Source: an optimization exercise on an open RTL-to-GDS flow (aim: small area, a short achievable clock period and few clock cycles). Production flows keep margins and buffers that such runs may drop.
The RTL was checked by simulation tests, not by an equivalence proof against the original design.
No activity file was given, so power comes from the tool's default toggle rates.

== rev 12 ==
Design topmodule, start of the top module:
module topmodule (
    input clk,
    input en,reset,
    output [31:0] imem_addr,
    input  [31:0] imem_rdata,
    output [31:0] dmem_addr,
    output [31:0] dmem_wdata,
    output dmem_we,
    input  [31:0] dmem_rdata,
    output halted
);
export LEC_CHECK = 0
export CAP_MARGIN = 20
export CORE_MARGIN = 2
export CORE_UTILIZATION = 40
export PLACE_DENSITY = 0.6
export SETUP_SLACK_MARGIN = 0.3
export SLEW_MARGIN = 20
export BUFFER_PORTS_ARGS = -buffer_cell sky130_fd_sc_hd__buf_2
create_clock -name core_clock -period 5.5 [get_ports {clk}]
standard.sh (not shown) runs the stock make flow with config.mk's settings and CLKGATE_MAP_FILE= SYNTH_SCRIPT=/design/flow/synth_recipe.tcl, a recipe that flattens the netlist after the stock synthesis.
==> flow/flow/run.sh <==
#!/bin/bash
# Standard layout (the standard.sh, unchanged synthesis) with extra ORFS
# settings from flow/extra.mk appended to the config: the port buffers are
# plain buffers instead of the default delay-cell buffers.
set -euo pipefail
cat flow/extra.mk >> config.mk
bash standard.sh > standard.log 2>&1
==> flow/flow/extra.mk <==
export BUFFER_PORTS_ARGS = -buffer_cell sky130_fd_sc_hd__buf_2
No stage failed in rev 12, and the final checks on the layout all came back clean.
Testbench counts of rev 12, summed over its fixed seeds: cycles 73,073.
### rev 12 -> rev 13
- swapping 0.3 for 0.15 in SETUP_SLACK_MARGIN
## What came out
- Looking at sequential share of power across rev 12 and rev 13, the one that comes out higher is rev 13.
- Number of CTS-inserted buffers shrinks by a few percent when moving from rev 12 to rev 13.
- Between rev 13 and rev 12, it is rev 13 whose final cell count is lower, by 43.
- Compared with rev 12, rev 13 shows leakage power figure lower by about 1.5%.
- The higher number of antenna violations at the first check in global routing came out of rev 13.

========
topmodule, a different RTL version from the one above (not shown whole).
Size in the first run: roughly 4300 cells after synthesis, about 700 flip-flops, about 47000 um2 of cells after synthesis.
==> flow/config.mk <==
export PLATFORM = sky130hd
export DESIGN_NAME = topmodule
export DESIGN_NICKNAME = topmodule
export VERILOG_FILES = /design/flow/design.v
export SDC_FILE = /design/flow/constraint.sdc
export NUM_CORES = 4
export LEC_CHECK = 0
export CAP_MARGIN = 20
export CORE_MARGIN = 2
export CORE_UTILIZATION = 40
export PLACE_DENSITY = 0.6
export SLEW_MARGIN = 20
export BUFFER_PORTS_ARGS = -buffer_cell sky130_fd_sc_hd__buf_2
==> flow/constraint.sdc <==
create_clock -name core_clock -period 5.5 [get_ports {clk}]
set_input_delay 1.1000 -clock core_clock [delete_from_list [all_inputs] [get_ports {clk}]]
set_output_delay 1.1000 -clock core_clock [all_outputs]
set_load 0.01 [all_outputs]
Scripts as last shown in full above: flow/flow/run.sh, flow/flow/extra.mk
The baseline completed with no timing, DRC or antenna violations.
Testbench counts at the start, summed over its fixed seeds: cycles 73,737.
Edit:
==> flow/run.sh (new file) <==
#!/bin/bash
# synth_recipe.tcl (not shown) runs the flow's synth.tcl, then flattens the netlist and writes it again
# the make line also repeats each setting of config.mk as NAME=value (left out here)
make -C /OpenROAD-flow-scripts/flow DESIGN_CONFIG=/design/flow/config.mk WORK_HOME=/design/flow/orfs CLKGATE_MAP_FILE= SYNTH_SCRIPT=/design/flow/synth_recipe.tcl finish
Settings changed: BUFFER_PORTS_ARGS -buffer_cell sky130_fd_sc_hd__buf_2 to default.
removed: flow/flow/run.sh
removed: flow/flow/extra.mk
removed: flow/standard.sh
Effect: The changed run ran to the end with no violations. Sequential power barely changes. Maximum frequency falls slightly. Clock power rose by a few percent. Synthesized cell count is unchanged. Hold slack stays flat. Final area went up by a few percent. Non-clock buffer count increases by 42. Wire length increases slightly. Combinational power climbs by a few percent.

========
topmodule, a different RTL version from the one above (not shown whole).
For scale: about 4100 cells after synthesis, ~640 flip-flops, about 170 I/O pins.
Settings: LEC_CHECK=0, CAP_MARGIN=0, CORE_MARGIN=2, CORE_UTILIZATION=40, PLACE_DENSITY=0.6, SETUP_SLACK_MARGIN=0.15, SLEW_MARGIN=0, BUFFER_PORTS_ARGS=-buffer_cell sky130_fd_sc_hd__buf_2, CTS_ARGS=-sink_clustering_enable -repair_clock_nets -dont_use_dummy_load; clock period 5.5 ns.
==> flow/flow/run.sh <==
#!/bin/bash
# Standard layout (the standard.sh, unchanged synthesis) with extra ORFS
# settings from flow/extra.mk appended to the config: plain buffers on the
# ports instead of the default delay-cell buffers, and no dummy loads in the
# clock tree.
set -euo pipefail
cat flow/extra.mk >> config.mk
bash standard.sh > standard.log 2>&1
==> flow/flow/extra.mk <==
export BUFFER_PORTS_ARGS = -buffer_cell sky130_fd_sc_hd__buf_2
export CTS_ARGS = -sink_clustering_enable -repair_clock_nets -dont_use_dummy_load
Testbench counts at the start, summed over its fixed seeds: cycles 73,073.
Change:
CAP_MARGIN = 20   (was 0)
CORE_UTILIZATION = 50   (was 40)
PLACE_DENSITY = 0.7   (was 0.6)
SLEW_MARGIN = 20   (was 0)
- clock-buffer cell count drops by 3
- core utilization climbs by 11 points
- die area drops by 20%
- synthesized cell count does not change
- non-clock buffer count climbs by 5
- sequential power is about the same
- cell count drops by 4.1%
- worst setup slack got worse by 0.063 ns
- routed wire length drops by 4.5%
Change:
CORE_UTILIZATION = 40   (was 50)
PLACE_DENSITY = 0.6   (was 0.7)
Clock-buffer cell count rose by 3.
Final cell count rose by 4.4%.
Global-route usage fell by 7.4 points.
Sequential cell count stays the same.
Total power rose by 1.3%.
Worst hold slack improved by 0.013 ns.
Core utilization fell by 11 points.
Wire length rose by 4.5%.
Clock skew fell by 0.028 ns.
Setup slack improved by 0.026 ns.

==> static timing again, ports no longer ideal <==
How much do the figures lean on ideal ports? The routed layouts below were timed once more, with nothing changed but the port constraints. Step 1 assumes that a clkbuf_16 drives the clock port and a buf_2 every other input. Step 2 times the ports against the registers' clock, not the clock port: input delays grow and output delays shrink by t, the midpoint of the rising clock arrivals with the driver on. Three values: no drivers, after step 1, after step 2; two values: the first two.
run | t (ns) | setup slack, ns | worst setup path at the end | clock arrival spread, ns | worst register clock-pin slew, ns
rev 12 | 0.730 | 0.328 / 0.328 / -0.250 | input to register | 0.045 / 0.045 | 0.07 / 0.07
rev 13 | 0.732 | 0.246 / 0.206 / -0.301 | input to register | 0.029 / 0.029 | 0.07 / 0.07
the first run of note 2 | 0.734 | 0.286 / 0.261 / -0.472 | input to register | 0.044 / 0.043 | 0.07 / 0.07
the second run of note 2 | 0.726 | 0.257 / 0.238 / -0.489 | input to register | 0.061 / 0.061 | 0.07 / 0.07
the first run of note 3 | 0.703 | 0.360 / 0.295 / -0.407 | input to register | 0.071 / 0.071 | 0.07 / 0.07
the second run of note 3 | 0.683 | 0.297 / 0.267 / -0.416 | input to register | 0.094 / 0.094 | 0.07 / 0.07
the third run of note 3 | 0.696 | 0.323 / 0.323 / -0.324 | input to register | 0.074 / 0.074 | 0.07 / 0.07
With both steps, setup timing fails in every run listed, where it was met with ideal ports. For the first run of note 3, which loses most, drivers alone change the setup slack by -0.065 ns; drivers and shift together by -0.767 ns.
